Source: an optimization exercise on an open RTL-to-GDS flow (aim: small area and a short achievable clock period). Production flows keep margins and buffers that such runs may drop. No run shown here included a check of the RTL's function; only the layout flow was run. Power and IR drop assume default switching activity.

==> flow/design.v, too long to show whole: its modules and the start of the top module <==
// module mac_16bit: 784 lines
module mac_16bit(out_rounded,md,mr,clk,rst);
  // ...
==> flow/run.sh <==
#!/bin/bash
# synth_recipe.tcl (not shown) runs the flow's synth.tcl, then flattens the netlist and writes it again
# the make line also repeats each setting of config.mk as NAME=value (left out here)
make -C /OpenROAD-flow-scripts/flow DESIGN_CONFIG=/design/flow/config.mk WORK_HOME=/design/flow/orfs CLKGATE_MAP_FILE= SYNTH_SCRIPT=/design/flow/synth_recipe.tcl finish
==> flow/config.mk <==
export PLATFORM = sky130hd
export DESIGN_NAME = mac_16bit
export DESIGN_NICKNAME = mac_16bit
export VERILOG_FILES = /design/flow/design.v
export SDC_FILE = /design/flow/constraint.sdc
export NUM_CORES = 4
export LEC_CHECK = 0
export CAP_MARGIN = 20
export CORE_MARGIN = 2
export CORE_UTILIZATION = 40
export SETUP_SLACK_MARGIN = 4.3
export SLEW_MARGIN = 20
==> flow/constraint.sdc <==
create_clock -name core_clock -period 6.9 [get_ports {clk}]
set_input_delay 1.3800 -clock core_clock [delete_from_list [all_inputs] [get_ports {clk}]]
set_output_delay 1.3800 -clock core_clock [all_outputs]
set_load 0.01 [all_outputs]
==> Implementation_results.wiki, run 1 <==
{| class="wikitable"
! Metric !! Value
|-
| Net Count, Synth || 1417
|-
| Core outline area || 30510 um2
|-
| Most common cell in the synthesized netlist || sky130_fd_sc_hd__dfxtp_1
|-
| Ratio of final minimum period to clock period || 0.4092
|-
| Launching point of the worst reg2reg path || P[8]$_DFF_P_
|-
| Placement Rows || 64
|-
| Buffers & Inverters on Critical Path || 0
|-
| Number of clock buffer instances in the layout || 32
|-
| Post-route cell area || 14500 um2
|-
| Number of violations of the max-capacitance limit || 0
|-
| Largest cell class by area || multi-input gates
|-
| Power density over the cells || 507.6 nW/um2
|-
| Share of the synthesized area in compound gates (AO/OA/AOI/OAI) || 0.1237
|-
| Post-synthesis simple-gate area fraction || 0.07992
|-
| Top cell type's share of synthesized area || 0.3379
|-
| Measured slew at the worst slew-check pin || 836.5 ps
|-
| CTS tree || built
|-
| Endpoint kind of the worst setup timing path || flop
|-
| Time the final worst path needs with I/O delays and setup || 2823 ps
|-
| Met1 Routed Length || 12710 um
|-
| Total negative setup slack || 0 ps
|-
| Class of the worst hold path || reg -> reg
|-
| Power consumption || 7.358 mW
|-
| Number of fill cells in the layout || 2886
|-
| Synth warn || 1
|-
| Post-Synthesis Cell Area || 12380 um2
|-
| Finished Layout Cells || 1635
|-
| Number of nets still failing antenna checks after routing || 0
|-
| DR WL/cell || 16.06 um
|-
| Max-slew headroom at the worst pin || 0.4423
|-
| Count of pins over their slew limit || 0
|-
| Netlist cell types || 49
|-
| Largest net degree at the start of global routing || 39
|-
| Remaining global-route overflow || 0
|-
| Run status || complete, no violations
|-
| Met3 track demand over resource || 0.02532
|-
| # nets final || 1454
|-
| Post-place instance area || 13260 um2
|-
| CTS Root Buffer Type || sky130_fd_sc_hd__clkbuf_16
|-
| Startpoint of the most critical hold path || r1$_DFF_P_
|-
| Clock group || 1.16 mW
|-
| Met1 Track Usage GR || 0.2386
|-
| Share of cells above drive strength 1 || 0.1259
|-
| Part of the total power dissipated in the clock network || 0.158
|}
==> run 2, diff against run 1 <==
==> flow/design.v (replaced) <==
module mac_16bit(out_rounded,md,mr,clk,rst);
output reg [26:0] out_rounded;
input [15:0] md,mr;
input clk,rst;
reg [15:0] MD;
reg [7:0] ONE, TWO, NEG;         
reg [84:0] P;                  
reg [39:0] A;                    
reg [3:0] CB;                 
reg [8:0] k;       
reg clr;           
reg z1;            
reg r1, z2;        
wire zero = !rst | clr;
wire [16:0] mrx = {mr, 1'b0};
wire [7:0] one_n, two_n, neg_n;
genvar g;
generate for (g = 0; g < 8; g = g + 1) begin : enc
  assign one_n[g] = mrx[2*g+1] ^ mrx[2*g];
  assign two_n[g] = (mrx[2*g+2] & ~mrx[2*g+1] & ~mrx[2*g]) | (~mrx[2*g+2] & mrx[2*g+1] & mrx[2*g]);
  assign neg_n[g] = mrx[2*g+2] & ~(mrx[2*g+1] & mrx[2*g]);
end endgenerate
wire [16:0] pp0 = (({17{ONE[0]}} & {MD[15], MD}) | ({17{TWO[0]}} & {MD, 1'b0})) ^ {17{NEG[0]}};
wire ns0 = ~pp0[16];
wire [16:0] pp1 = (({17{ONE[1]}} & {MD[15], MD}) | ({17{TWO[1]}} & {MD, 1'b0})) ^ {17{NEG[1]}};
wire ns1 = ~pp1[16];
wire [16:0] pp2 = (({17{ONE[2]}} & {MD[15], MD}) | ({17{TWO[2]}} & {MD, 1'b0})) ^ {17{NEG[2]}};
wire ns2 = ~pp2[16];
wire [16:0] pp3 = (({17{ONE[3]}} & {MD[15], MD}) | ({17{TWO[3]}} & {MD, 1'b0})) ^ {17{NEG[3]}};
wire ns3 = ~pp3[16];
wire [16:0] pp4 = (({17{ONE[4]}} & {MD[15], MD}) | ({17{TWO[4]}} & {MD, 1'b0})) ^ {17{NEG[4]}};
wire ns4 = ~pp4[16];
wire [16:0] pp5 = (({17{ONE[5]}} & {MD[15], MD}) | ({17{TWO[5]}} & {MD, 1'b0})) ^ {17{NEG[5]}};
wire ns5 = ~pp5[16];
wire [16:0] pp6 = (({17{ONE[6]}} & {MD[15], MD}) | ({17{TWO[6]}} & {MD, 1'b0})) ^ {17{NEG[6]}};
wire ns6 = ~pp6[16];
wire [16:0] pp7 = (({17{ONE[7]}} & {MD[15], MD}) | ({17{TWO[7]}} & {MD, 1'b0})) ^ {17{NEG[7]}};
wire ns7 = ~pp7[16];
wire as1, ac2; assign {ac2, as1} = {1'b0, pp0[10]} + {1'b0, pp1[8]};
wire as3, ac4; assign {ac4, as3} = {1'b0, pp0[11]} + {1'b0, pp1[9]};
wire as5, ac6; assign {ac6, as5} = {1'b0, pp0[12]} + {1'b0, pp1[10]} + {1'b0, pp2[8]};
wire as7, ac8; assign {ac8, as7} = {1'b0, pp3[6]} + {1'b0, pp4[4]};
wire as9, ac10; assign {ac10, as9} = {1'b0, pp0[13]} + {1'b0, pp1[11]} + {1'b0, pp2[9]};
wire as11, ac12; assign {ac12, as11} = {1'b0, pp3[7]} + {1'b0, pp4[5]};
wire as13, ac14; assign {ac14, as13} = {1'b0, pp0[14]} + {1'b0, pp1[12]} + {1'b0, pp2[10]};
wire as15, ac16; assign {ac16, as15} = {1'b0, pp3[8]} + {1'b0, pp4[6]} + {1'b0, pp5[4]};
wire as17, ac18; assign {ac18, as17} = {1'b0, pp6[2]} + {1'b0, pp7[0]};
wire as19, ac20; assign {ac20, as19} = {1'b0, pp0[15]} + {1'b0, pp1[13]} + {1'b0, pp2[11]};
wire as21, ac22; assign {ac22, as21} = {1'b0, pp3[9]} + {1'b0, pp4[7]} + {1'b0, pp5[5]};
wire as23, ac24; assign {ac24, as23} = {1'b0, pp6[3]} + {1'b0, pp7[1]};
wire as25 = ~(ns0 ^ pp1[14]); wire ac26 = ns0 | pp1[14];
wire as27, ac28; assign {ac28, as27} = {1'b0, pp2[12]} + {1'b0, pp3[10]} + {1'b0, pp4[8]};
wire as29, ac30; assign {ac30, as29} = {1'b0, pp5[6]} + {1'b0, pp6[4]} + {1'b0, pp7[2]};
wire as31 = ~(pp1[15] ^ pp2[13]); wire ac32 = pp1[15] | pp2[13];
wire as33, ac34; assign {ac34, as33} = {1'b0, pp3[11]} + {1'b0, pp4[9]} + {1'b0, pp5[7]};
wire as35, ac36; assign {ac36, as35} = {1'b0, pp6[5]} + {1'b0, pp7[3]};
wire as37, ac38; assign {ac38, as37} = {1'b0, ns1} + {1'b0, pp2[14]} + {1'b0, pp3[12]};
wire as39, ac40; assign {ac40, as39} = {1'b0, pp4[10]} + {1'b0, pp5[8]} + {1'b0, pp6[6]};
wire as41 = ~(pp2[15] ^ pp3[13]); wire ac42 = pp2[15] | pp3[13];
wire as43, ac44; assign {ac44, as43} = {1'b0, pp4[11]} + {1'b0, pp5[9]};
wire as45, ac46; assign {ac46, as45} = {1'b0, ns2} + {1'b0, pp3[14]} + {1'b0, pp4[12]};
wire as47 = ~pp3[15];
wire as48, ac49; assign {ac49, as48} = {1'b0, pp0[6]} + {1'b0, pp1[4]};
wire as50, ac51; assign {ac51, as50} = {1'b0, pp0[7]} + {1'b0, pp1[5]};
wire as52, ac53; assign {ac53, as52} = {1'b0, pp0[8]} + {1'b0, pp1[6]} + {1'b0, pp2[4]};
wire as54, ac55; assign {ac55, as54} = {1'b0, pp3[2]} + {1'b0, pp4[0]};
wire as56, ac57; assign {ac57, as56} = {1'b0, pp0[9]} + {1'b0, pp1[7]} + {1'b0, pp2[5]};
wire as58, ac59; assign {ac59, as58} = {1'b0, pp3[3]} + {1'b0, pp4[1]};
wire as60, ac61; assign {ac61, as60} = {1'b0, as1} + {1'b0, pp2[6]} + {1'b0, pp3[4]};
wire as62, ac63; assign {ac63, as62} = {1'b0, pp4[2]} + {1'b0, pp5[0]} + {1'b0, NEG[5]};
wire as64, ac65; assign {ac65, as64} = {1'b0, as3} + {1'b0, pp2[7]} + {1'b0, pp3[5]};
wire as66, ac67; assign {ac67, as66} = {1'b0, pp4[3]} + {1'b0, pp5[1]} + {1'b0, ac2};
wire as68, ac69; assign {ac69, as68} = {1'b0, as5} + {1'b0, as7} + {1'b0, pp5[2]};
wire as70, ac71; assign {ac71, as70} = {1'b0, pp6[0]} + {1'b0, NEG[6]} + {1'b0, ac4};
wire as72, ac73; assign {ac73, as72} = {1'b0, as9} + {1'b0, as11} + {1'b0, pp5[3]};
wire as74, ac75; assign {ac75, as74} = {1'b0, pp6[1]} + {1'b0, ac6} + {1'b0, ac8};
wire as76, ac77; assign {ac77, as76} = {1'b0, as13} + {1'b0, as15} + {1'b0, as17};
wire as78, ac79; assign {ac79, as78} = {1'b0, NEG[7]} + {1'b0, ac10} + {1'b0, ac12};
wire as80, ac81; assign {ac81, as80} = {1'b0, as19} + {1'b0, as21} + {1'b0, as23};
wire as82, ac83; assign {ac83, as82} = {1'b0, ac14} + {1'b0, ac16} + {1'b0, ac18};
wire as84, ac85; assign {ac85, as84} = {1'b0, as25} + {1'b0, as27} + {1'b0, as29};
wire as86, ac87; assign {ac87, as86} = {1'b0, ac20} + {1'b0, ac22} + {1'b0, ac24};
wire as88, ac89; assign {ac89, as88} = {1'b0, as31} + {1'b0, as33} + {1'b0, as35};
wire as90, ac91; assign {ac91, as90} = {1'b0, ac26} + {1'b0, ac28} + {1'b0, ac30};
wire as92, ac93; assign {ac93, as92} = {1'b0, as37} + {1'b0, as39} + {1'b0, pp7[4]};
wire as94, ac95; assign {ac95, as94} = {1'b0, ac32} + {1'b0, ac34} + {1'b0, ac36};
wire as96, ac97; assign {ac97, as96} = {1'b0, as41} + {1'b0, as43} + {1'b0, pp6[7]};
wire as98, ac99; assign {ac99, as98} = {1'b0, pp7[5]} + {1'b0, ac38} + {1'b0, ac40};
wire as100, ac101; assign {ac101, as100} = {1'b0, as45} + {1'b0, pp5[10]} + {1'b0, pp6[8]};
wire as102, ac103; assign {ac103, as102} = {1'b0, pp7[6]} + {1'b0, ac42} + {1'b0, ac44};
wire as104, ac105; assign {ac105, as104} = {1'b0, as47} + {1'b0, pp4[13]} + {1'b0, pp5[11]};
wire as106, ac107; assign {ac107, as106} = {1'b0, pp6[9]} + {1'b0, pp7[7]} + {1'b0, ac46};
wire as108, ac109; assign {ac109, as108} = {1'b0, ns3} + {1'b0, pp4[14]} + {1'b0, pp5[12]};
wire as110, ac111; assign {ac111, as110} = {1'b0, pp6[10]} + {1'b0, pp7[8]} + {1'b0, pp3[15]};
wire as112 = ~(pp4[15] ^ pp5[13]); wire ac113 = pp4[15] | pp5[13];
wire as114, ac115; assign {ac115, as114} = {1'b0, pp6[11]} + {1'b0, pp7[9]};
wire as116, ac117; assign {ac117, as116} = {1'b0, ns4} + {1'b0, pp5[14]} + {1'b0, pp6[12]};
wire as118 = ~pp5[15];
wire as119, ac120; assign {ac120, as119} = {1'b0, pp0[4]} + {1'b0, pp1[2]};
wire as121, ac122; assign {ac122, as121} = {1'b0, pp0[5]} + {1'b0, pp1[3]};
wire as123, ac124; assign {ac124, as123} = {1'b0, as48} + {1'b0, pp2[2]} + {1'b0, pp3[0]};
wire as125, ac126; assign {ac126, as125} = {1'b0, as50} + {1'b0, pp2[3]} + {1'b0, pp3[1]};
wire as127, ac128; assign {ac128, as127} = {1'b0, as52} + {1'b0, as54} + {1'b0, NEG[4]};
wire as129, ac130; assign {ac130, as129} = {1'b0, as56} + {1'b0, as58} + {1'b0, ac53};
wire as131, ac132; assign {ac132, as131} = {1'b0, as60} + {1'b0, as62} + {1'b0, ac57};
wire as133, ac134; assign {ac134, as133} = {1'b0, as64} + {1'b0, as66} + {1'b0, ac61};
wire as135, ac136; assign {ac136, as135} = {1'b0, as68} + {1'b0, as70} + {1'b0, ac65};
wire as137, ac138; assign {ac138, as137} = {1'b0, as72} + {1'b0, as74} + {1'b0, ac69};
wire as139, ac140; assign {ac140, as139} = {1'b0, as76} + {1'b0, as78} + {1'b0, ac73};
wire as141, ac142; assign {ac142, as141} = {1'b0, as80} + {1'b0, as82} + {1'b0, ac77};
wire as143, ac144; assign {ac144, as143} = {1'b0, as84} + {1'b0, as86} + {1'b0, ac81};
wire as145, ac146; assign {ac146, as145} = {1'b0, as88} + {1'b0, as90} + {1'b0, ac85};
wire as147, ac148; assign {ac148, as147} = {1'b0, as92} + {1'b0, as94} + {1'b0, ac89};
wire as149, ac150; assign {ac150, as149} = {1'b0, as96} + {1'b0, as98} + {1'b0, ac93};
wire as151, ac152; assign {ac152, as151} = {1'b0, as100} + {1'b0, as102} + {1'b0, ac97};
wire as153, ac154; assign {ac154, as153} = {1'b0, as104} + {1'b0, as106} + {1'b0, ac101};
wire as155, ac156; assign {ac156, as155} = {1'b0, as108} + {1'b0, as110} + {1'b0, ac105};
wire as157, ac158; assign {ac158, as157} = {1'b0, as112} + {1'b0, as114} + {1'b0, ac109};
wire as159, ac160; assign {ac160, as159} = {1'b0, as116} + {1'b0, pp7[10]} + {1'b0, ac113};
wire as161, ac162; assign {ac162, as161} = {1'b0, as118} + {1'b0, pp6[13]} + {1'b0, pp7[11]};
wire as163, ac164; assign {ac164, as163} = {1'b0, ns5} + {1'b0, pp6[14]} + {1'b0, pp7[12]};
wire as165 = ~pp6[15];
wire [84:0] pnext;
assign pnext[0] = pp0[0];
assign pnext[1] = NEG[0];
assign pnext[2] = pp0[1];
assign pnext[3] = pp0[2];
assign pnext[4] = pp1[0];
assign pnext[5] = NEG[1];
assign pnext[6] = pp0[3];
assign pnext[7] = pp1[1];
assign pnext[8] = as119;
assign pnext[9] = pp2[0];
assign pnext[10] = NEG[2];
assign pnext[11] = as121;
assign pnext[12] = pp2[1];
assign pnext[13] = ac120;
assign pnext[14] = as123;
assign pnext[15] = NEG[3];
assign pnext[16] = ac122;
assign pnext[17] = as125;
assign pnext[18] = ac49;
assign pnext[19] = ac124;
assign pnext[20] = as127;
assign pnext[21] = ac51;
assign pnext[22] = ac126;
assign pnext[23] = as129;
assign pnext[24] = ac55;
assign pnext[25] = ac128;
assign pnext[26] = as131;
assign pnext[27] = ac59;
assign pnext[28] = ac130;
assign pnext[29] = as133;
assign pnext[30] = ac63;
assign pnext[31] = ac132;
assign pnext[32] = as135;
assign pnext[33] = ac67;
assign pnext[34] = ac134;
assign pnext[35] = as137;
assign pnext[36] = ac71;
assign pnext[37] = ac136;
assign pnext[38] = as139;
assign pnext[39] = ac75;
assign pnext[40] = ac138;
assign pnext[41] = as141;
assign pnext[42] = ac79;
assign pnext[43] = ac140;
assign pnext[44] = as143;
assign pnext[45] = ac83;
assign pnext[46] = ac142;
assign pnext[47] = as145;
assign pnext[48] = ac87;
assign pnext[49] = ac144;
assign pnext[50] = as147;
assign pnext[51] = ac91;
assign pnext[52] = ac146;
assign pnext[53] = as149;
assign pnext[54] = ac95;
assign pnext[55] = ac148;
assign pnext[56] = as151;
assign pnext[57] = ac99;
assign pnext[58] = ac150;
assign pnext[59] = as153;
assign pnext[60] = ac103;
assign pnext[61] = ac152;
assign pnext[62] = as155;
assign pnext[63] = ac107;
assign pnext[64] = ac154;
assign pnext[65] = as157;
assign pnext[66] = ac111;
assign pnext[67] = ac156;
assign pnext[68] = as159;
assign pnext[69] = ac115;
assign pnext[70] = ac158;
assign pnext[71] = as161;
assign pnext[72] = ac117;
assign pnext[73] = ac160;
assign pnext[74] = as163;
assign pnext[75] = pp5[15];
assign pnext[76] = ac162;
assign pnext[77] = as165;
assign pnext[78] = pp7[13];
assign pnext[79] = ac164;
assign pnext[80] = ns6;
assign pnext[81] = pp7[14];
assign pnext[82] = pp6[15];
assign pnext[83] = pp7[15];
assign pnext[84] = ns7;
wire bs166, bc167; assign {bc167, bs166} = {1'b0, P[3]} + {1'b0, P[4]};
wire bs168, bc169; assign {bc169, bs168} = {1'b0, P[6]} + {1'b0, P[7]};
wire [1:0] bt172 = {1'b0, ~P[8]} + {1'b0, ~P[9]} + {1'b0, ~P[10]}; wire bs170 = ~bt172[0]; wire bc171 = ~bt172[1];
wire [1:0] bt175 = {1'b0, ~P[11]} + {1'b0, ~P[12]} + {1'b0, ~P[13]}; wire bs173 = ~bt175[0]; wire bc174 = ~bt175[1];
wire [1:0] bt178 = {1'b0, ~P[14]} + {1'b0, ~P[15]} + {1'b0, ~P[16]}; wire bs176 = ~bt178[0]; wire bc177 = ~bt178[1];
wire [1:0] bt181 = {1'b0, ~P[17]} + {1'b0, ~P[18]} + {1'b0, ~P[19]}; wire bs179 = ~bt181[0]; wire bc180 = ~bt181[1];
wire [1:0] bt184 = {1'b0, ~P[20]} + {1'b0, ~P[21]} + {1'b0, ~P[22]}; wire bs182 = ~bt184[0]; wire bc183 = ~bt184[1];
wire [1:0] bt187 = {1'b0, ~P[23]} + {1'b0, ~P[24]} + {1'b0, ~P[25]}; wire bs185 = ~bt187[0]; wire bc186 = ~bt187[1];
wire [1:0] bt190 = {1'b0, ~P[26]} + {1'b0, ~P[27]} + {1'b0, ~P[28]}; wire bs188 = ~bt190[0]; wire bc189 = ~bt190[1];
wire [1:0] bt193 = {1'b0, ~P[29]} + {1'b0, ~P[30]} + {1'b0, ~P[31]}; wire bs191 = ~bt193[0]; wire bc192 = ~bt193[1];
wire [1:0] bt196 = {1'b0, ~P[32]} + {1'b0, ~P[33]} + {1'b0, ~P[34]}; wire bs194 = ~bt196[0]; wire bc195 = ~bt196[1];
wire [1:0] bt199 = {1'b0, ~P[35]} + {1'b0, ~P[36]} + {1'b0, ~P[37]}; wire bs197 = ~bt199[0]; wire bc198 = ~bt199[1];
wire [1:0] bt202 = {1'b0, ~P[38]} + {1'b0, ~P[39]} + {1'b0, ~P[40]}; wire bs200 = ~bt202[0]; wire bc201 = ~bt202[1];
wire [1:0] bt205 = {1'b0, ~P[41]} + {1'b0, ~P[42]} + {1'b0, ~P[43]}; wire bs203 = ~bt205[0]; wire bc204 = ~bt205[1];
wire [1:0] bt208 = {1'b0, ~P[44]} + {1'b0, ~P[45]} + {1'b0, ~P[46]}; wire bs206 = ~bt208[0]; wire bc207 = ~bt208[1];
wire [1:0] bt211 = {1'b0, ~P[47]} + {1'b0, ~P[48]} + {1'b0, ~P[49]}; wire bs209 = ~bt211[0]; wire bc210 = ~bt211[1];
wire [1:0] bt214 = {1'b0, ~P[50]} + {1'b0, ~P[51]} + {1'b0, ~P[52]}; wire bs212 = ~bt214[0]; wire bc213 = ~bt214[1];
wire [1:0] bt217 = {1'b0, ~P[53]} + {1'b0, ~P[54]} + {1'b0, ~P[55]}; wire bs215 = ~bt217[0]; wire bc216 = ~bt217[1];
wire [1:0] bt220 = {1'b0, ~P[56]} + {1'b0, ~P[57]} + {1'b0, ~P[58]}; wire bs218 = ~bt220[0]; wire bc219 = ~bt220[1];
wire [1:0] bt223 = {1'b0, ~P[59]} + {1'b0, ~P[60]} + {1'b0, ~P[61]}; wire bs221 = ~bt223[0]; wire bc222 = ~bt223[1];
wire [1:0] bt226 = {1'b0, ~P[62]} + {1'b0, ~P[63]} + {1'b0, ~P[64]}; wire bs224 = ~bt226[0]; wire bc225 = ~bt226[1];
wire [1:0] bt229 = {1'b0, ~P[65]} + {1'b0, ~P[66]} + {1'b0, ~P[67]}; wire bs227 = ~bt229[0]; wire bc228 = ~bt229[1];
wire [1:0] bt232 = {1'b0, ~P[68]} + {1'b0, ~P[69]} + {1'b0, ~P[70]}; wire bs230 = ~bt232[0]; wire bc231 = ~bt232[1];
wire [1:0] bt235 = {1'b0, ~P[71]} + {1'b0, ~P[72]} + {1'b0, ~P[73]}; wire bs233 = ~bt235[0]; wire bc234 = ~bt235[1];
wire [1:0] bt238 = {1'b0, ~P[74]} + {1'b0, ~P[75]} + {1'b0, ~P[76]}; wire bs236 = ~bt238[0]; wire bc237 = ~bt238[1];
wire [1:0] bt241 = {1'b0, ~P[77]} + {1'b0, ~P[78]} + {1'b0, ~P[79]}; wire bs239 = ~bt241[0]; wire bc240 = ~bt241[1];
wire [1:0] bt244 = {1'b0, ~P[80]} + {1'b0, ~P[81]} + {1'b0, ~P[82]}; wire bs242 = ~bt244[0]; wire bc243 = ~bt244[1];
wire bs245 = ~P[83];
wire bs246, bc247; assign {bc247, bs246} = {1'b0, P[0]} + {1'b0, P[1]};
wire bs248, bc249; assign {bc249, bs248} = {1'b0, P[2]} + {1'b0, A[1]};
wire [1:0] bt252 = {1'b0, ~bs166} + {1'b0, ~P[5]} + {1'b0, ~A[2]}; wire bs250 = ~bt252[0]; wire bc251 = ~bt252[1];
wire [1:0] bt255 = {1'b0, ~bs168} + {1'b0, ~A[3]} + {1'b0, ~bc167}; wire bs253 = ~bt255[0]; wire bc254 = ~bt255[1];
wire [1:0] bt258 = {1'b0, ~bs170} + {1'b0, ~A[4]} + {1'b0, ~bc169}; wire bs256 = ~bt258[0]; wire bc257 = ~bt258[1];
wire [1:0] bt261 = {1'b0, ~bs173} + {1'b0, ~A[5]} + {1'b0, ~bc171}; wire bs259 = ~bt261[0]; wire bc260 = ~bt261[1];
wire [1:0] bt264 = {1'b0, ~bs176} + {1'b0, ~A[6]} + {1'b0, ~bc174}; wire bs262 = ~bt264[0]; wire bc263 = ~bt264[1];
wire [1:0] bt267 = {1'b0, ~bs179} + {1'b0, ~A[7]} + {1'b0, ~bc177}; wire bs265 = ~bt267[0]; wire bc266 = ~bt267[1];
wire [1:0] bt270 = {1'b0, ~bs182} + {1'b0, ~A[8]} + {1'b0, ~bc180}; wire bs268 = ~bt270[0]; wire bc269 = ~bt270[1];
wire [1:0] bt273 = {1'b0, ~bs185} + {1'b0, ~A[9]} + {1'b0, ~bc183}; wire bs271 = ~bt273[0]; wire bc272 = ~bt273[1];
wire [1:0] bt276 = {1'b0, ~bs188} + {1'b0, ~A[10]} + {1'b0, ~bc186}; wire bs274 = ~bt276[0]; wire bc275 = ~bt276[1];
wire [1:0] bt279 = {1'b0, ~bs191} + {1'b0, ~A[11]} + {1'b0, ~bc189}; wire bs277 = ~bt279[0]; wire bc278 = ~bt279[1];
wire [1:0] bt282 = {1'b0, ~bs194} + {1'b0, ~A[12]} + {1'b0, ~bc192}; wire bs280 = ~bt282[0]; wire bc281 = ~bt282[1];
wire [1:0] bt285 = {1'b0, ~bs197} + {1'b0, ~A[13]} + {1'b0, ~bc195}; wire bs283 = ~bt285[0]; wire bc284 = ~bt285[1];
wire [1:0] bt288 = {1'b0, ~bs200} + {1'b0, ~A[14]} + {1'b0, ~bc198}; wire bs286 = ~bt288[0]; wire bc287 = ~bt288[1];
wire [1:0] bt291 = {1'b0, ~bs203} + {1'b0, ~A[15]} + {1'b0, ~bc201}; wire bs289 = ~bt291[0]; wire bc290 = ~bt291[1];
wire [1:0] bt294 = {1'b0, ~bs206} + {1'b0, ~A[16]} + {1'b0, ~bc204}; wire bs292 = ~bt294[0]; wire bc293 = ~bt294[1];
wire [1:0] bt297 = {1'b0, ~bs209} + {1'b0, ~A[17]} + {1'b0, ~bc207}; wire bs295 = ~bt297[0]; wire bc296 = ~bt297[1];
wire [1:0] bt300 = {1'b0, ~bs212} + {1'b0, ~A[18]} + {1'b0, ~bc210}; wire bs298 = ~bt300[0]; wire bc299 = ~bt300[1];
wire [1:0] bt303 = {1'b0, ~bs215} + {1'b0, ~A[19]} + {1'b0, ~bc213}; wire bs301 = ~bt303[0]; wire bc302 = ~bt303[1];
wire [1:0] bt306 = {1'b0, ~bs218} + {1'b0, ~A[20]} + {1'b0, ~bc216}; wire bs304 = ~bt306[0]; wire bc305 = ~bt306[1];
wire [1:0] bt309 = {1'b0, ~bs221} + {1'b0, ~A[21]} + {1'b0, ~bc219}; wire bs307 = ~bt309[0]; wire bc308 = ~bt309[1];
wire [1:0] bt312 = {1'b0, ~bs224} + {1'b0, ~A[22]} + {1'b0, ~bc222}; wire bs310 = ~bt312[0]; wire bc311 = ~bt312[1];
wire [1:0] bt315 = {1'b0, ~bs227} + {1'b0, ~A[23]} + {1'b0, ~bc225}; wire bs313 = ~bt315[0]; wire bc314 = ~bt315[1];
wire [1:0] bt318 = {1'b0, ~bs230} + {1'b0, ~A[24]} + {1'b0, ~bc228}; wire bs316 = ~bt318[0]; wire bc317 = ~bt318[1];
wire [1:0] bt321 = {1'b0, ~bs233} + {1'b0, ~A[25]} + {1'b0, ~bc231}; wire bs319 = ~bt321[0]; wire bc320 = ~bt321[1];
wire [1:0] bt324 = {1'b0, ~bs236} + {1'b0, ~A[26]} + {1'b0, ~bc234}; wire bs322 = ~bt324[0]; wire bc323 = ~bt324[1];
wire [1:0] bt327 = {1'b0, ~bs239} + {1'b0, ~A[27]} + {1'b0, ~bc237}; wire bs325 = ~bt327[0]; wire bc326 = ~bt327[1];
wire [1:0] bt330 = {1'b0, ~bs242} + {1'b0, ~A[28]} + {1'b0, ~bc240}; wire bs328 = ~bt330[0]; wire bc329 = ~bt330[1];
wire [1:0] bt333 = {1'b0, ~bs245} + {1'b0, ~A[29]} + {1'b0, ~bc243}; wire bs331 = ~bt333[0]; wire bc332 = ~bt333[1];
wire [1:0] bt336 = {1'b0, ~P[84]} + {1'b0, ~A[30]} + {1'b0, ~P[83]}; wire bs334 = ~bt336[0]; wire bc335 = ~bt336[1];
wire bs337 = ~A[31];
wire [7:0] yhi = 8'd0 + {7'd0, A[31]} - 8'd1;
wire k0_g338, k0_p346; assign {k0_g338, k0_p346} = {1'b0, bs246} + {1'b0, A[0]};
wire k0_g339, k0_p347; assign {k0_g339, k0_p347} = {1'b0, bs248} + {1'b0, bc247};
wire k0_g340, k0_p348; assign {k0_g340, k0_p348} = {1'b0, bs250} + {1'b0, bc249};
wire k0_g341, k0_p349; assign {k0_g341, k0_p349} = {1'b0, bs253} + {1'b0, bc251};
wire k0_g342, k0_p350; assign {k0_g342, k0_p350} = {1'b0, bs256} + {1'b0, bc254};
wire k0_g343, k0_p351; assign {k0_g343, k0_p351} = {1'b0, bs259} + {1'b0, bc257};
wire k0_g344, k0_p352; assign {k0_g344, k0_p352} = {1'b0, bs262} + {1'b0, bc260};
wire k0_g345, k0_p353; assign {k0_g345, k0_p353} = {1'b0, bs265} + {1'b0, bc263};
wire k0_G354 = k0_g339 | (k0_p347 & k0_g338);
wire k0_P355 = k0_p347 & k0_p346;
wire k0_G356 = k0_g340 | (k0_p348 & k0_g339);
wire k0_P357 = k0_p348 & k0_p347;
wire k0_G358 = k0_g341 | (k0_p349 & k0_g340);
wire k0_P359 = k0_p349 & k0_p348;
wire k0_G360 = k0_g342 | (k0_p350 & k0_g341);
wire k0_P361 = k0_p350 & k0_p349;
wire k0_G362 = k0_g343 | (k0_p351 & k0_g342);
wire k0_P363 = k0_p351 & k0_p350;
wire k0_G364 = k0_g344 | (k0_p352 & k0_g343);
wire k0_P365 = k0_p352 & k0_p351;
wire k0_G366 = k0_g345 | (k0_p353 & k0_g344);
wire k0_P367 = k0_p353 & k0_p352;
wire k0_G368 = k0_G356 | (k0_P357 & k0_g338);
wire k0_P369 = k0_P357 & k0_p346;
wire k0_G370 = k0_G358 | (k0_P359 & k0_G354);
wire k0_P371 = k0_P359 & k0_P355;
wire k0_G372 = k0_G360 | (k0_P361 & k0_G356);
wire k0_P373 = k0_P361 & k0_P357;
wire k0_G374 = k0_G362 | (k0_P363 & k0_G358);
wire k0_P375 = k0_P363 & k0_P359;
wire k0_G376 = k0_G364 | (k0_P365 & k0_G360);
wire k0_P377 = k0_P365 & k0_P361;
wire k0_G378 = k0_G366 | (k0_P367 & k0_G362);
wire k0_P379 = k0_P367 & k0_P363;
wire k0_G380 = k0_G372 | (k0_P373 & k0_g338);
wire k0_P381 = k0_P373 & k0_p346;
wire k0_G382 = k0_G374 | (k0_P375 & k0_G354);
wire k0_P383 = k0_P375 & k0_P355;
wire k0_G384 = k0_G376 | (k0_P377 & k0_G368);
wire k0_P385 = k0_P377 & k0_P369;
wire k0_G386 = k0_G378 | (k0_P379 & k0_G370);
wire k0_P387 = k0_P379 & k0_P371;
wire k0_s388 = k0_p346;
wire k0_s389 = k0_p347 ^ k0_g338;
wire k0_s390 = k0_p348 ^ k0_G354;
wire k0_s391 = k0_p349 ^ k0_G368;
wire k0_s392 = k0_p350 ^ k0_G370;
wire k0_s393 = k0_p351 ^ k0_G380;
wire k0_s394 = k0_p352 ^ k0_G382;
wire k0_s395 = k0_p353 ^ k0_G384;
wire k1_g396, k1_p404; assign {k1_g396, k1_p404} = {1'b0, bs268} + {1'b0, bc266};
wire k1_g397, k1_p405; assign {k1_g397, k1_p405} = {1'b0, bs271} + {1'b0, bc269};
wire k1_g398, k1_p406; assign {k1_g398, k1_p406} = {1'b0, bs274} + {1'b0, bc272};
wire k1_g399, k1_p407; assign {k1_g399, k1_p407} = {1'b0, bs277} + {1'b0, bc275};
wire k1_g400, k1_p408; assign {k1_g400, k1_p408} = {1'b0, bs280} + {1'b0, bc278};
wire k1_g401, k1_p409; assign {k1_g401, k1_p409} = {1'b0, bs283} + {1'b0, bc281};
wire k1_g402, k1_p410; assign {k1_g402, k1_p410} = {1'b0, bs286} + {1'b0, bc284};
wire k1_g403, k1_p411; assign {k1_g403, k1_p411} = {1'b0, bs289} + {1'b0, bc287};
wire k1_G412 = k1_g397 | (k1_p405 & k1_g396);
wire k1_P413 = k1_p405 & k1_p404;
wire k1_G414 = k1_g398 | (k1_p406 & k1_g397);
wire k1_P415 = k1_p406 & k1_p405;
wire k1_G416 = k1_g399 | (k1_p407 & k1_g398);
wire k1_P417 = k1_p407 & k1_p406;
wire k1_G418 = k1_g400 | (k1_p408 & k1_g399);
wire k1_P419 = k1_p408 & k1_p407;
wire k1_G420 = k1_g401 | (k1_p409 & k1_g400);
wire k1_P421 = k1_p409 & k1_p408;
wire k1_G422 = k1_g402 | (k1_p410 & k1_g401);
wire k1_P423 = k1_p410 & k1_p409;
wire k1_G424 = k1_g403 | (k1_p411 & k1_g402);
wire k1_P425 = k1_p411 & k1_p410;
wire k1_G426 = k1_G414 | (k1_P415 & k1_g396);
wire k1_P427 = k1_P415 & k1_p404;
wire k1_G428 = k1_G416 | (k1_P417 & k1_G412);
wire k1_P429 = k1_P417 & k1_P413;
wire k1_G430 = k1_G418 | (k1_P419 & k1_G414);
wire k1_P431 = k1_P419 & k1_P415;
wire k1_G432 = k1_G420 | (k1_P421 & k1_G416);
wire k1_P433 = k1_P421 & k1_P417;
wire k1_G434 = k1_G422 | (k1_P423 & k1_G418);
wire k1_P435 = k1_P423 & k1_P419;
wire k1_G436 = k1_G424 | (k1_P425 & k1_G420);
wire k1_P437 = k1_P425 & k1_P421;
wire k1_G438 = k1_G430 | (k1_P431 & k1_g396);
wire k1_P439 = k1_P431 & k1_p404;
wire k1_G440 = k1_G432 | (k1_P433 & k1_G412);
wire k1_P441 = k1_P433 & k1_P413;
wire k1_G442 = k1_G434 | (k1_P435 & k1_G426);
wire k1_P443 = k1_P435 & k1_P427;
wire k1_G444 = k1_G436 | (k1_P437 & k1_G428);
wire k1_P445 = k1_P437 & k1_P429;
wire k1_s446 = k1_p404 ^ CB[0];
wire k1_c447 = k1_g396 | (k1_p404 & CB[0]);
wire k1_s448 = k1_p405 ^ k1_c447;
wire k1_c449 = k1_G412 | (k1_P413 & CB[0]);
wire k1_s450 = k1_p406 ^ k1_c449;
wire k1_c451 = k1_G426 | (k1_P427 & CB[0]);
wire k1_s452 = k1_p407 ^ k1_c451;
wire k1_c453 = k1_G428 | (k1_P429 & CB[0]);
wire k1_s454 = k1_p408 ^ k1_c453;
wire k1_c455 = k1_G438 | (k1_P439 & CB[0]);
wire k1_s456 = k1_p409 ^ k1_c455;
wire k1_c457 = k1_G440 | (k1_P441 & CB[0]);
wire k1_s458 = k1_p410 ^ k1_c457;
wire k1_c459 = k1_G442 | (k1_P443 & CB[0]);
wire k1_s460 = k1_p411 ^ k1_c459;
wire k1_co461 = k1_G444 | (k1_P445 & CB[0]);
wire k2_g462, k2_p470; assign {k2_g462, k2_p470} = {1'b0, bs292} + {1'b0, bc290};
wire k2_g463, k2_p471; assign {k2_g463, k2_p471} = {1'b0, bs295} + {1'b0, bc293};
wire k2_g464, k2_p472; assign {k2_g464, k2_p472} = {1'b0, bs298} + {1'b0, bc296};
wire k2_g465, k2_p473; assign {k2_g465, k2_p473} = {1'b0, bs301} + {1'b0, bc299};
wire k2_g466, k2_p474; assign {k2_g466, k2_p474} = {1'b0, bs304} + {1'b0, bc302};
wire k2_g467, k2_p475; assign {k2_g467, k2_p475} = {1'b0, bs307} + {1'b0, bc305};
wire k2_g468, k2_p476; assign {k2_g468, k2_p476} = {1'b0, bs310} + {1'b0, bc308};
wire k2_g469, k2_p477; assign {k2_g469, k2_p477} = {1'b0, bs313} + {1'b0, bc311};
wire k2_G478 = k2_g463 | (k2_p471 & k2_g462);
wire k2_P479 = k2_p471 & k2_p470;
wire k2_G480 = k2_g464 | (k2_p472 & k2_g463);
wire k2_P481 = k2_p472 & k2_p471;
wire k2_G482 = k2_g465 | (k2_p473 & k2_g464);
wire k2_P483 = k2_p473 & k2_p472;
wire k2_G484 = k2_g466 | (k2_p474 & k2_g465);
wire k2_P485 = k2_p474 & k2_p473;
wire k2_G486 = k2_g467 | (k2_p475 & k2_g466);
wire k2_P487 = k2_p475 & k2_p474;
wire k2_G488 = k2_g468 | (k2_p476 & k2_g467);
wire k2_P489 = k2_p476 & k2_p475;
wire k2_G490 = k2_g469 | (k2_p477 & k2_g468);
wire k2_P491 = k2_p477 & k2_p476;
wire k2_G492 = k2_G480 | (k2_P481 & k2_g462);
wire k2_P493 = k2_P481 & k2_p470;
wire k2_G494 = k2_G482 | (k2_P483 & k2_G478);
wire k2_P495 = k2_P483 & k2_P479;
wire k2_G496 = k2_G484 | (k2_P485 & k2_G480);
wire k2_P497 = k2_P485 & k2_P481;
wire k2_G498 = k2_G486 | (k2_P487 & k2_G482);
wire k2_P499 = k2_P487 & k2_P483;
wire k2_G500 = k2_G488 | (k2_P489 & k2_G484);
wire k2_P501 = k2_P489 & k2_P485;
wire k2_G502 = k2_G490 | (k2_P491 & k2_G486);
wire k2_P503 = k2_P491 & k2_P487;
wire k2_G504 = k2_G496 | (k2_P497 & k2_g462);
wire k2_P505 = k2_P497 & k2_p470;
wire k2_G506 = k2_G498 | (k2_P499 & k2_G478);
wire k2_P507 = k2_P499 & k2_P479;
wire k2_G508 = k2_G500 | (k2_P501 & k2_G492);
wire k2_P509 = k2_P501 & k2_P493;
wire k2_G510 = k2_G502 | (k2_P503 & k2_G494);
wire k2_P511 = k2_P503 & k2_P495;
wire k2_s512 = k2_p470 ^ CB[1];
wire k2_c513 = k2_g462 | (k2_p470 & CB[1]);
wire k2_s514 = k2_p471 ^ k2_c513;
wire k2_c515 = k2_G478 | (k2_P479 & CB[1]);
wire k2_s516 = k2_p472 ^ k2_c515;
wire k2_c517 = k2_G492 | (k2_P493 & CB[1]);
wire k2_s518 = k2_p473 ^ k2_c517;
wire k2_c519 = k2_G494 | (k2_P495 & CB[1]);
wire k2_s520 = k2_p474 ^ k2_c519;
wire k2_c521 = k2_G504 | (k2_P505 & CB[1]);
wire k2_s522 = k2_p475 ^ k2_c521;
wire k2_c523 = k2_G506 | (k2_P507 & CB[1]);
wire k2_s524 = k2_p476 ^ k2_c523;
wire k2_c525 = k2_G508 | (k2_P509 & CB[1]);
wire k2_s526 = k2_p477 ^ k2_c525;
wire k2_co527 = k2_G510 | (k2_P511 & CB[1]);
wire k3_g528, k3_p536; assign {k3_g528, k3_p536} = {1'b0, bs316} + {1'b0, bc314};
wire k3_g529, k3_p537; assign {k3_g529, k3_p537} = {1'b0, bs319} + {1'b0, bc317};
wire k3_g530, k3_p538; assign {k3_g530, k3_p538} = {1'b0, bs322} + {1'b0, bc320};
wire k3_g531, k3_p539; assign {k3_g531, k3_p539} = {1'b0, bs325} + {1'b0, bc323};
wire k3_g532, k3_p540; assign {k3_g532, k3_p540} = {1'b0, bs328} + {1'b0, bc326};
wire k3_g533, k3_p541; assign {k3_g533, k3_p541} = {1'b0, bs331} + {1'b0, bc329};
wire k3_g534, k3_p542; assign {k3_g534, k3_p542} = {1'b0, bs334} + {1'b0, bc332};
wire k3_g535, k3_p543; assign {k3_g535, k3_p543} = {1'b0, bs337} + {1'b0, bc335};
wire k3_G544 = k3_g529 | (k3_p537 & k3_g528);
wire k3_P545 = k3_p537 & k3_p536;
wire k3_G546 = k3_g530 | (k3_p538 & k3_g529);
wire k3_P547 = k3_p538 & k3_p537;
wire k3_G548 = k3_g531 | (k3_p539 & k3_g530);
wire k3_P549 = k3_p539 & k3_p538;
wire k3_G550 = k3_g532 | (k3_p540 & k3_g531);
wire k3_P551 = k3_p540 & k3_p539;
wire k3_G552 = k3_g533 | (k3_p541 & k3_g532);
wire k3_P553 = k3_p541 & k3_p540;
wire k3_G554 = k3_g534 | (k3_p542 & k3_g533);
wire k3_P555 = k3_p542 & k3_p541;
wire k3_G556 = k3_g535 | (k3_p543 & k3_g534);
wire k3_P557 = k3_p543 & k3_p542;
wire k3_G558 = k3_G546 | (k3_P547 & k3_g528);
wire k3_P559 = k3_P547 & k3_p536;
wire k3_G560 = k3_G548 | (k3_P549 & k3_G544);
wire k3_P561 = k3_P549 & k3_P545;
wire k3_G562 = k3_G550 | (k3_P551 & k3_G546);
wire k3_P563 = k3_P551 & k3_P547;
wire k3_G564 = k3_G552 | (k3_P553 & k3_G548);
wire k3_P565 = k3_P553 & k3_P549;
wire k3_G566 = k3_G554 | (k3_P555 & k3_G550);
wire k3_P567 = k3_P555 & k3_P551;
wire k3_G568 = k3_G556 | (k3_P557 & k3_G552);
wire k3_P569 = k3_P557 & k3_P553;
wire k3_G570 = k3_G562 | (k3_P563 & k3_g528);
wire k3_P571 = k3_P563 & k3_p536;
wire k3_G572 = k3_G564 | (k3_P565 & k3_G544);
wire k3_P573 = k3_P565 & k3_P545;
wire k3_G574 = k3_G566 | (k3_P567 & k3_G558);
wire k3_P575 = k3_P567 & k3_P559;
wire k3_G576 = k3_G568 | (k3_P569 & k3_G560);
wire k3_P577 = k3_P569 & k3_P561;
wire k3_s578 = k3_p536 ^ CB[2];
wire k3_c579 = k3_g528 | (k3_p536 & CB[2]);
wire k3_s580 = k3_p537 ^ k3_c579;
wire k3_c581 = k3_G544 | (k3_P545 & CB[2]);
wire k3_s582 = k3_p538 ^ k3_c581;
wire k3_c583 = k3_G558 | (k3_P559 & CB[2]);
wire k3_s584 = k3_p539 ^ k3_c583;
wire k3_c585 = k3_G560 | (k3_P561 & CB[2]);
wire k3_s586 = k3_p540 ^ k3_c585;
wire k3_c587 = k3_G570 | (k3_P571 & CB[2]);
wire k3_s588 = k3_p541 ^ k3_c587;
wire k3_c589 = k3_G572 | (k3_P573 & CB[2]);
wire k3_s590 = k3_p542 ^ k3_c589;
wire k3_c591 = k3_G574 | (k3_P575 & CB[2]);
wire k3_s592 = k3_p543 ^ k3_c591;
wire k3_co593 = k3_G576 | (k3_P577 & CB[2]);
wire k4_g594, k4_p602; assign {k4_g594, k4_p602} = {1'b0, A[32]} + {1'b0, yhi[0]};
wire k4_g595, k4_p603; assign {k4_g595, k4_p603} = {1'b0, A[33]} + {1'b0, yhi[1]};
wire k4_g596, k4_p604; assign {k4_g596, k4_p604} = {1'b0, A[34]} + {1'b0, yhi[2]};
wire k4_g597, k4_p605; assign {k4_g597, k4_p605} = {1'b0, A[35]} + {1'b0, yhi[3]};
wire k4_g598, k4_p606; assign {k4_g598, k4_p606} = {1'b0, A[36]} + {1'b0, yhi[4]};
wire k4_g599, k4_p607; assign {k4_g599, k4_p607} = {1'b0, A[37]} + {1'b0, yhi[5]};
wire k4_g600, k4_p608; assign {k4_g600, k4_p608} = {1'b0, A[38]} + {1'b0, yhi[6]};
wire k4_g601, k4_p609; assign {k4_g601, k4_p609} = {1'b0, A[39]} + {1'b0, yhi[7]};
wire k4_G610 = k4_g595 | (k4_p603 & k4_g594);
wire k4_P611 = k4_p603 & k4_p602;
wire k4_G612 = k4_g596 | (k4_p604 & k4_g595);
wire k4_P613 = k4_p604 & k4_p603;
wire k4_G614 = k4_g597 | (k4_p605 & k4_g596);
wire k4_P615 = k4_p605 & k4_p604;
wire k4_G616 = k4_g598 | (k4_p606 & k4_g597);
wire k4_P617 = k4_p606 & k4_p605;
wire k4_G618 = k4_g599 | (k4_p607 & k4_g598);
wire k4_P619 = k4_p607 & k4_p606;
wire k4_G620 = k4_g600 | (k4_p608 & k4_g599);
wire k4_P621 = k4_p608 & k4_p607;
wire k4_G622 = k4_g601 | (k4_p609 & k4_g600);
wire k4_P623 = k4_p609 & k4_p608;
wire k4_G624 = k4_G612 | (k4_P613 & k4_g594);
wire k4_P625 = k4_P613 & k4_p602;
wire k4_G626 = k4_G614 | (k4_P615 & k4_G610);
wire k4_P627 = k4_P615 & k4_P611;
wire k4_G628 = k4_G616 | (k4_P617 & k4_G612);
wire k4_P629 = k4_P617 & k4_P613;
wire k4_G630 = k4_G618 | (k4_P619 & k4_G614);
wire k4_P631 = k4_P619 & k4_P615;
wire k4_G632 = k4_G620 | (k4_P621 & k4_G616);
wire k4_P633 = k4_P621 & k4_P617;
wire k4_G634 = k4_G622 | (k4_P623 & k4_G618);
wire k4_P635 = k4_P623 & k4_P619;
wire k4_G636 = k4_G628 | (k4_P629 & k4_g594);
wire k4_P637 = k4_P629 & k4_p602;
wire k4_G638 = k4_G630 | (k4_P631 & k4_G610);
wire k4_P639 = k4_P631 & k4_P611;
wire k4_G640 = k4_G632 | (k4_P633 & k4_G624);
wire k4_P641 = k4_P633 & k4_P625;
wire k4_G642 = k4_G634 | (k4_P635 & k4_G626);
wire k4_P643 = k4_P635 & k4_P627;
wire k4_s644 = k4_p602 ^ CB[3];
wire k4_c645 = k4_g594 | (k4_p602 & CB[3]);
wire k4_s646 = k4_p603 ^ k4_c645;
wire k4_c647 = k4_G610 | (k4_P611 & CB[3]);
wire k4_s648 = k4_p604 ^ k4_c647;
wire k4_c649 = k4_G624 | (k4_P625 & CB[3]);
wire k4_s650 = k4_p605 ^ k4_c649;
wire k4_c651 = k4_G626 | (k4_P627 & CB[3]);
wire k4_s652 = k4_p606 ^ k4_c651;
wire k4_c653 = k4_G636 | (k4_P637 & CB[3]);
wire k4_s654 = k4_p607 ^ k4_c653;
wire k4_c655 = k4_G638 | (k4_P639 & CB[3]);
wire k4_s656 = k4_p608 ^ k4_c655;
wire k4_c657 = k4_G640 | (k4_P641 & CB[3]);
wire k4_s658 = k4_p609 ^ k4_c657;
wire k4_co659 = k4_G642 | (k4_P643 & CB[3]);
wire [39:0] sum = {k4_s658, k4_s656, k4_s654, k4_s652, k4_s650, k4_s648, k4_s646, k4_s644, k3_s592, k3_s590, k3_s588, k3_s586, k3_s584, k3_s582, k3_s580, k3_s578, k2_s526, k2_s524, k2_s522, k2_s520, k2_s518, k2_s516, k2_s514, k2_s512, k1_s460, k1_s458, k1_s456, k1_s454, k1_s452, k1_s450, k1_s448, k1_s446, k0_s395, k0_s394, k0_s393, k0_s392, k0_s391, k0_s390, k0_s389, k0_s388};
wire [3:0] cbnext = {k3_co593, k2_co527, k1_co461, k0_G386};
wire [13:0] L = {1'b0, A[12:0]} + {5'd0, CB[0], 8'd0};
wire c13 = L[13];
wire up = L[12] & ((A[13] ^ c13) | (|L[11:0]));
wire rg660, rp687; assign {rg660, rp687} = {1'b0, A[13]} + {1'b0, c13};
wire rg661 = 1'b0; wire rp688 = A[14];
wire rg662 = 1'b0; wire rp689 = A[15];
wire rg663, rp690; assign {rg663, rp690} = {1'b0, A[16]} + {1'b0, CB[1]};
wire rg664 = 1'b0; wire rp691 = A[17];
wire rg665 = 1'b0; wire rp692 = A[18];
wire rg666 = 1'b0; wire rp693 = A[19];
wire rg667 = 1'b0; wire rp694 = A[20];
wire rg668 = 1'b0; wire rp695 = A[21];
wire rg669 = 1'b0; wire rp696 = A[22];
wire rg670 = 1'b0; wire rp697 = A[23];
wire rg671, rp698; assign {rg671, rp698} = {1'b0, A[24]} + {1'b0, CB[2]};
wire rg672 = 1'b0; wire rp699 = A[25];
wire rg673 = 1'b0; wire rp700 = A[26];
wire rg674 = 1'b0; wire rp701 = A[27];
wire rg675 = 1'b0; wire rp702 = A[28];
wire rg676 = 1'b0; wire rp703 = A[29];
wire rg677 = 1'b0; wire rp704 = A[30];
wire rg678 = 1'b0; wire rp705 = A[31];
wire rg679, rp706; assign {rg679, rp706} = {1'b0, A[32]} + {1'b0, CB[3]};
wire rg680 = 1'b0; wire rp707 = A[33];
wire rg681 = 1'b0; wire rp708 = A[34];
wire rg682 = 1'b0; wire rp709 = A[35];
wire rg683 = 1'b0; wire rp710 = A[36];
wire rg684 = 1'b0; wire rp711 = A[37];
wire rg685 = 1'b0; wire rp712 = A[38];
wire rg686 = 1'b0; wire rp713 = A[39];
wire rG714 = rg661 | (rp688 & rg660);
wire rP715 = rp688 & rp687;
wire rG716 = rg663 | (rp690 & rg662);
wire rP717 = rp690 & rp689;
wire rG718 = rg665 | (rp692 & rg664);
wire rP719 = rp692 & rp691;
wire rG720 = rg667 | (rp694 & rg666);
wire rP721 = rp694 & rp693;
wire rG722 = rg669 | (rp696 & rg668);
wire rP723 = rp696 & rp695;
wire rG724 = rg671 | (rp698 & rg670);
wire rP725 = rp698 & rp697;
wire rG726 = rg673 | (rp700 & rg672);
wire rP727 = rp700 & rp699;
wire rG728 = rg675 | (rp702 & rg674);
wire rP729 = rp702 & rp701;
wire rG730 = rg677 | (rp704 & rg676);
wire rP731 = rp704 & rp703;
wire rG732 = rg679 | (rp706 & rg678);
wire rP733 = rp706 & rp705;
wire rG734 = rg681 | (rp708 & rg680);
wire rP735 = rp708 & rp707;
wire rG736 = rg683 | (rp710 & rg682);
wire rP737 = rp710 & rp709;
wire rG738 = rg685 | (rp712 & rg684);
wire rP739 = rp712 & rp711;
wire rG740 = rg662 | (rp689 & rG714);
wire rP741 = rp689 & rP715;
wire rG742 = rG716 | (rP717 & rG714);
wire rP743 = rP717 & rP715;
wire rG744 = rg666 | (rp693 & rG718);
wire rP745 = rp693 & rP719;
wire rG746 = rG720 | (rP721 & rG718);
wire rP747 = rP721 & rP719;
wire rG748 = rg670 | (rp697 & rG722);
wire rP749 = rp697 & rP723;
wire rG750 = rG724 | (rP725 & rG722);
wire rP751 = rP725 & rP723;
wire rG752 = rg674 | (rp701 & rG726);
wire rP753 = rp701 & rP727;
wire rG754 = rG728 | (rP729 & rG726);
wire rP755 = rP729 & rP727;
wire rG756 = rg678 | (rp705 & rG730);
wire rP757 = rp705 & rP731;
wire rG758 = rG732 | (rP733 & rG730);
wire rP759 = rP733 & rP731;
wire rG760 = rg682 | (rp709 & rG734);
wire rP761 = rp709 & rP735;
wire rG762 = rG736 | (rP737 & rG734);
wire rP763 = rP737 & rP735;
wire rG764 = rg686 | (rp713 & rG738);
wire rP765 = rp713 & rP739;
wire rG766 = rg664 | (rp691 & rG742);
wire rP767 = rp691 & rP743;
wire rG768 = rG718 | (rP719 & rG742);
wire rP769 = rP719 & rP743;
wire rG770 = rG744 | (rP745 & rG742);
wire rP771 = rP745 & rP743;
wire rG772 = rG746 | (rP747 & rG742);
wire rP773 = rP747 & rP743;
wire rG774 = rg672 | (rp699 & rG750);
wire rP775 = rp699 & rP751;
wire rG776 = rG726 | (rP727 & rG750);
wire rP777 = rP727 & rP751;
wire rG778 = rG752 | (rP753 & rG750);
wire rP779 = rP753 & rP751;
wire rG780 = rG754 | (rP755 & rG750);
wire rP781 = rP755 & rP751;
wire rG782 = rg680 | (rp707 & rG758);
wire rP783 = rp707 & rP759;
wire rG784 = rG734 | (rP735 & rG758);
wire rP785 = rP735 & rP759;
wire rG786 = rG760 | (rP761 & rG758);
wire rP787 = rP761 & rP759;
wire rG788 = rG762 | (rP763 & rG758);
wire rP789 = rP763 & rP759;
wire rG790 = rg668 | (rp695 & rG772);
wire rP791 = rp695 & rP773;
wire rG792 = rG722 | (rP723 & rG772);
wire rP793 = rP723 & rP773;
wire rG794 = rG748 | (rP749 & rG772);
wire rP795 = rP749 & rP773;
wire rG796 = rG750 | (rP751 & rG772);
wire rP797 = rP751 & rP773;
wire rG798 = rG774 | (rP775 & rG772);
wire rP799 = rP775 & rP773;
wire rG800 = rG776 | (rP777 & rG772);
wire rP801 = rP777 & rP773;
wire rG802 = rG778 | (rP779 & rG772);
wire rP803 = rP779 & rP773;
wire rG804 = rG780 | (rP781 & rG772);
wire rP805 = rP781 & rP773;
wire rG806 = rg684 | (rp711 & rG788);
wire rP807 = rp711 & rP789;
wire rG808 = rG738 | (rP739 & rG788);
wire rP809 = rP739 & rP789;
wire rG810 = rG764 | (rP765 & rG788);
wire rP811 = rP765 & rP789;
wire rG812 = rg676 | (rp703 & rG804);
wire rP813 = rp703 & rP805;
wire rG814 = rG730 | (rP731 & rG804);
wire rP815 = rP731 & rP805;
wire rG816 = rG756 | (rP757 & rG804);
wire rP817 = rP757 & rP805;
wire rG818 = rG758 | (rP759 & rG804);
wire rP819 = rP759 & rP805;
wire rG820 = rG782 | (rP783 & rG804);
wire rP821 = rP783 & rP805;
wire rG822 = rG784 | (rP785 & rG804);
wire rP823 = rP785 & rP805;
wire rG824 = rG786 | (rP787 & rG804);
wire rP825 = rP787 & rP805;
wire rG826 = rG788 | (rP789 & rG804);
wire rP827 = rP789 & rP805;
wire rG828 = rG806 | (rP807 & rG804);
wire rP829 = rP807 & rP805;
wire rG830 = rG808 | (rP809 & rG804);
wire rP831 = rP809 & rP805;
wire rG832 = rG810 | (rP811 & rG804);
wire rP833 = rP811 & rP805;
wire rs834 = rp687 ^ up;
wire rc835 = rg660 | (rp687 & up);
wire rs836 = rp688 ^ rc835;
wire rc837 = rG714 | (rP715 & up);
wire rs838 = rp689 ^ rc837;
wire rc839 = rG740 | (rP741 & up);
wire rs840 = rp690 ^ rc839;
wire rc841 = rG742 | (rP743 & up);
wire rs842 = rp691 ^ rc841;
wire rc843 = rG766 | (rP767 & up);
wire rs844 = rp692 ^ rc843;
wire rc845 = rG768 | (rP769 & up);
wire rs846 = rp693 ^ rc845;
wire rc847 = rG770 | (rP771 & up);
wire rs848 = rp694 ^ rc847;
wire rc849 = rG772 | (rP773 & up);
wire rs850 = rp695 ^ rc849;
wire rc851 = rG790 | (rP791 & up);
wire rs852 = rp696 ^ rc851;
wire rc853 = rG792 | (rP793 & up);
wire rs854 = rp697 ^ rc853;
wire rc855 = rG794 | (rP795 & up);
wire rs856 = rp698 ^ rc855;
wire rc857 = rG796 | (rP797 & up);
wire rs858 = rp699 ^ rc857;
wire rc859 = rG798 | (rP799 & up);
wire rs860 = rp700 ^ rc859;
wire rc861 = rG800 | (rP801 & up);
wire rs862 = rp701 ^ rc861;
wire rc863 = rG802 | (rP803 & up);
wire rs864 = rp702 ^ rc863;
wire rc865 = rG804 | (rP805 & up);
wire rs866 = rp703 ^ rc865;
wire rc867 = rG812 | (rP813 & up);
wire rs868 = rp704 ^ rc867;
wire rc869 = rG814 | (rP815 & up);
wire rs870 = rp705 ^ rc869;
wire rc871 = rG816 | (rP817 & up);
wire rs872 = rp706 ^ rc871;
wire rc873 = rG818 | (rP819 & up);
wire rs874 = rp707 ^ rc873;
wire rc875 = rG820 | (rP821 & up);
wire rs876 = rp708 ^ rc875;
wire rc877 = rG822 | (rP823 & up);
wire rs878 = rp709 ^ rc877;
wire rc879 = rG824 | (rP825 & up);
wire rs880 = rp710 ^ rc879;
wire rc881 = rG826 | (rP827 & up);
wire rs882 = rp711 ^ rc881;
wire rc883 = rG828 | (rP829 & up);
wire rs884 = rp712 ^ rc883;
wire rc885 = rG830 | (rP831 & up);
wire rs886 = rp713 ^ rc885;
wire rco887 = rG832 | (rP833 & up);
wire [26:0] rnd = {rs886, rs884, rs882, rs880, rs878, rs876, rs874, rs872, rs870, rs868, rs866, rs864, rs862, rs860, rs858, rs856, rs854, rs852, rs850, rs848, rs846, rs844, rs842, rs840, rs838, rs836, rs834};
always @(posedge clk) begin
  MD <= md;
  ONE <= one_n;
  TWO <= two_n;
  NEG <= neg_n;
  P <= pnext;
  z1 <= zero;
  r1 <= !rst;
  z2 <= r1;
  if (z1 | z2) A <= 40'd0;
  else A <= sum;
  if (z1 | z2) CB <= 4'd0;
  else CB <= cbnext;
  out_rounded <= (zero | z1) ? 27'd0 : rnd;
  if (zero) k <= {8'd0, clr};
  else k <= k + 9'd1;
  clr <= rst & !clr & (k == 9'd258);
end
endmodule
==> flow/flow/run.sh (new file) <==
#!/bin/bash
# The standard layout (the standard.sh), except that the port buffers are
# sky130_fd_sc_hd__buf_2 cells instead of the default delay buffers.
set -euo pipefail
export BUFFER_PORTS_ARGS="-buffer_cell sky130_fd_sc_hd__buf_2"
bash standard.sh > standard.log 2>&1
==> flow/standard.sh (new file) <==
#!/bin/bash
# synth_recipe.tcl (not shown) runs the flow's synth.tcl, then flattens the netlist and writes it again
# the make line also repeats each setting of config.mk as NAME=value (left out here)
make -C /OpenROAD-flow-scripts/flow DESIGN_CONFIG=/design/flow/config.mk WORK_HOME=/design/flow/orfs CLKGATE_MAP_FILE= SYNTH_SCRIPT=/design/flow/synth_recipe.tcl "${@:-finish}"
==> flow/config.mk (replaced) <==
export PLATFORM = sky130hd
export DESIGN_NAME = mac_16bit
export DESIGN_NICKNAME = mac_16bit
export VERILOG_FILES = /design/flow/design.v
export SDC_FILE = /design/flow/constraint.sdc
export NUM_CORES = 4
export LEC_CHECK = 0
export CAP_MARGIN = 20
export CORE_MARGIN = 2
export CORE_UTILIZATION = 60
export CTS_CLUSTER_DIAMETER = 100
export CTS_CLUSTER_SIZE = 20
export SETUP_SLACK_MARGIN = 4.15
export SLEW_MARGIN = 20
removed: flow/run.sh
==> run 2 against run 1 <==
  * Sequential share of layout area is 1.9 points higher
  * Via count is 4.2% lower
  * Setup slack better by 3.6 ps
==> Implementation_results.wiki, run 2 <==
{| class="wikitable"
! Metric !! Value
|-
| Run status || complete, no violations
|-
| Number of cells produced by synthesis || 1158
|-
| Power consumption || 6.493 mW (-12%)
|-
| Vias || 7938
|-
| Number of enable-type register cells in the synthesized netlist || 0
|-
| Antenna diode count || 0
|-
| Number of buffers added by the clock tree synthesis step || 14
|-
| Number of buffer cells added on primary ports || 60
|-
| CTS Root Buffer Type || sky130_fd_sc_hd__clkbuf_16
|-
| # nets final || 1413 (-2.8%)
|-
| Static leakage || 5.794 nW
|-
| Core outline area || 20170 um2 (-34%)
|-
| CTS tree || built
|-
| Measured slew at the worst slew-check pin || 795.4 ps (-41.15 ps)
|-
| Post-synthesis async set-or-reset flop share || 0
|-
| Via count of the first global-routing pass || 8041
|-
| Part of the total power dissipated in the clock network || 0.122 (-0.036)
|-
| Worst Hold Path Cells || 0
|-
| Deepest level of the CTS H-tree || 1
|-
| Time the final worst path needs with I/O delays and setup || 2820 ps (-3.610 ps)
|-
| Largest register FFs || 85
|-
| Post-Place Worst Slack || 3899 ps
|-
| Launching point of the worst reg2reg path || P[68]$_DFF_P_
|-
| Worst-case register-to-register setup slack || 4080 ps
|-
| Count of pins over their slew limit || 0 (unchanged)
|-
| Post-detailed-routing wire length || 25060 um
|-
| Remaining global-route overflow || 0 (unchanged)
|-
| Largest register by flop count || P
|-
| Synth warn || 1 (unchanged)
|-
| Clk latency of the worst-skew pair || 480 ps
|-
| Net Count, Synth || 1389 (-2.0%)
|-
| Netlist cell types || 46 (-6.1%)
|-
| Routability cong. || 0.8280
|-
| Worst Path Class, Setup || reg -> reg
|-
| Global router's overall resource usage || 0.2384
|-
| DR WL/cell || 17.26 um (+7.5%)
|-
| Most numerous cell types in the synthesized netlist || 209 x sky130_fd_sc_hd__dfxtp_1, 121 x sky130_fd_sc_hd__xnor2_1, 120 x sky130_fd_sc_hd__a22oi_1, 120 x sky130_fd_sc_hd__fa_1, 92 x sky130_fd_sc_hd__inv_1
|-
| Top cell type's share of synthesized area || 0.3408 (+0.002962)
|-
| Post-synth top area cell || sky130_fd_sc_hd__dfxtp_1
|-
| Initial antenna violation count || 0
|-
| Most common cell in the synthesized netlist || sky130_fd_sc_hd__dfxtp_1
|-
| Layout-stage area growth over the synthesis result || 9.010%
|-
| Share of cells above drive strength 1 || 0.1531 (+0.02722)
|-
| Endpoint kind of the worst setup timing path || flop
|-
| Total negative setup slack || 0 ps (unchanged)
|-
| Type of origin of the critical path || flop
|-
| Die Span X || 147.0 um
|-
| Startpoint of the most critical hold path || r1$_DFF_P_
|-
| Class of the worst hold path || reg -> reg
|-
| Leading cell types in the layout, fill and taps excluded || 170 x sky130_fd_sc_hd__dfxtp_1, 120 x sky130_fd_sc_hd__a22oi_1, 120 x sky130_fd_sc_hd__xnor2_1, 120 x sky130_fd_sc_hd__fa_1, 86 x sky130_fd_sc_hd__inv_1
|-
| P_sw || 2.610 mW
|-
| Syn avg cell area || 10.60 um2
|-
| Detailed placer's ending HPWL || 17970 um
|-
| Biggest fanout along the worst timing path || 3
|-
| Placement Rows || 52 (-19%)
|-
| Number of nets still failing antenna checks after routing || 0 (unchanged)
|-
| Max-slew headroom at the worst pin || 0.4697 (+0.02744)
|-
| Post-route cell area || 13380 um2 (-7.7%)
|-
| Ratio of final minimum period to clock period || 0.4086 (-0.0005232)
|-
| Post-place instance area || 12680 um2 (-4.4%)
|-
| Number of buffers inserted by hold repair at cts || 0
|-
| Power density over the cells || 485.2 nW/um2 (-4.4%)
|-
| Number of violations of the max-capacitance limit || 0 (unchanged)
|-
| Drt via density || 5.467
|-
| Share of the yosys chip area belonging to registers || 0.3408
|-
| Switching part of the total || 0.4020
|-
| Internal Pwr Total || 3.883 mW
|-
| Post-Synthesis Cell Area || 12280 um2 (-0.87%)
|-
| Largest net degree at the start of global routing || 39 (unchanged)
|-
| Commonest non-fill, non-tap cell in the layout || sky130_fd_sc_hd__dfxtp_1
|-
| Fin Clk Skew || 18.19 ps
|}
run 2: cell count changes in the layout (fill, tap and decap cells not counted), sizes merged, moves of 5 or more:
cell,change
a21o,+5
clkdlybuf4s50,-33
o21a,-6
or3,-7
dlygate4sd2,-27
nand2,-7
nor3,-10
a21oi,+7
xor2,+10
clkbuf,-17
buf,+53
o21ai,-6
run 2: layout make-up:
class / count / area (um2)
Fill cell: 1651 / 6788
Timing Repair Buffer: 87 / 510.5
Sequential cell: 209 / 4243
Inverter: 92 / 345.3
Clock inverter: 1 / 16.27
Multi-Input combinational cell: 778 / 7553
Tap cell: 270 / 337.8
Clock buffer: 15 / 375.4
run 2: what timing repair did:
action | 4_1_cts | 5_1_grt
pin swaps | 25 | 18
resized for setup | 45 | 22
endpoints found under the setup margin | 35 | 27
setup buffers | 10 | 12
run 2: how the worst max path moves through the flow:
stage / cells after the start / startpoint / slack, ps / end
2_1_floorplan: 9 / MD[13]$_DFF_P_ / 4110 / P[38]$_DFF_P_
3_3_place_gp: 6 / NEG[0]$_DFF_P_ / 3930 / P[38]$_DFF_P_
3_5_place_dp: 6 / NEG[0]$_DFF_P_ / 3900 / P[38]$_DFF_P_
4_1_cts: 10 / P[69]$_DFF_P_ / 4080 / A[31]$_SDFF_PP0_
5_1_grt: 10 / P[68]$_DFF_P_ / 3960 / A[31]$_SDFF_PP0_
6_report: 10 / P[68]$_DFF_P_ / 4080 / A[31]$_SDFF_PP0_
run 2: logic make-up after synthesis:
logic type	count (synthesis)	synth area share
muxes	3	0.002955
adders and majority gates	197	0.2742
buffers and inverters	171	0.05229
DFF	209	0.3408
and+or+nand+nor	174	0.07196
AOI/OAI and AO/OA	205	0.1158
xor gates and xnor gates	199	0.1420
run 2: power groups by stage:
stage | registers [mW] | clock network [mW] | logic, mW
2_1_floorplan | 1.69 | 0 | 2.84
3_3_place_gp | 1.80 | 0 | 3.33
3_5_place_dp | 1.81 | 0 | 3.43
4_1_cts | 1.79 | 0.819 | 3.68
5_1_grt | 1.83 | 0.857 | 4.44
6_report | 1.79 | 0.795 | 3.91
run 2: worst max-delay path: stages, from the launching register on:
cell	delay [ps]
sky130_fd_sc_hd__dfxtp_2	330
sky130_fd_sc_hd__fa_1	560
sky130_fd_sc_hd__fa_1	440
sky130_fd_sc_hd__ha_1	300
sky130_fd_sc_hd__a21o_1	170
sky130_fd_sc_hd__a21o_1	180
sky130_fd_sc_hd__a21oi_2	180
sky130_fd_sc_hd__o21ai_2	120
sky130_fd_sc_hd__a31o_1	220
sky130_fd_sc_hd__xnor2_1	130
sky130_fd_sc_hd__nor2_1	60
run 2: routing by layer:
| layer | vias to the layer above | part of all wire | track usage |
|---|---|---|---|
| met4 | 0 | 0.014 | 0.04423 |
| met5 | - | 0 | 0 |
| met3 | 23 | 0.050 | 0.03261 |
| met2 | 198 | 0.45 | 0.3901 |
| li1 | 3849 | - | - |
| met1 | 3868 | 0.48 | 0.3455 |
run 2: per-stage QoR:
stage | std cells | util | hold WS, ps
finish | 1452 | 0.6635 | 352.2
global route | 1452 | 0.6635 | 357.8
CTS | 1440 | 0.6556 | 358.2
detailed placement | 1414 | 0.6285 | 335.1
global placement | 1414 | 0.6285 | 318.5
floorplan | 1158 | - | 309.6

[afterwards: timing with drivers on the ports]
How much do the figures lean on ideal ports? The routed layouts below were timed once more, with nothing changed but the port constraints.
Step 1 assumes that a clkbuf_16 drives the clock port and a buf_2 every other input.
Step 2 times the ports against the registers' clock, not the clock port: input delays grow and output delays shrink by t, the midpoint of the rising clock arrivals with the driver on.
Three values: no drivers, after step 1, after step 2; two values: the first two.
run	t (ns)	setup slack, ns	latest minus earliest clock arrival (ns)	slew at the worst register clock pin (ns)	worst data-port slew with drivers (ns)
run 1	0.559	4.077 / 4.077 / 3.917	0.021 / 0.021	0.07 / 0.07	0.04
run 2	0.518	4.080 / 4.080 / 4.080	0.018 / 0.018	0.09 / 0.09	0.04
After both steps every run listed still meets setup and hold. The setup slack of run 1, which loses most, moves by 0.000 ns with the drivers and by -0.160 ns with both steps.
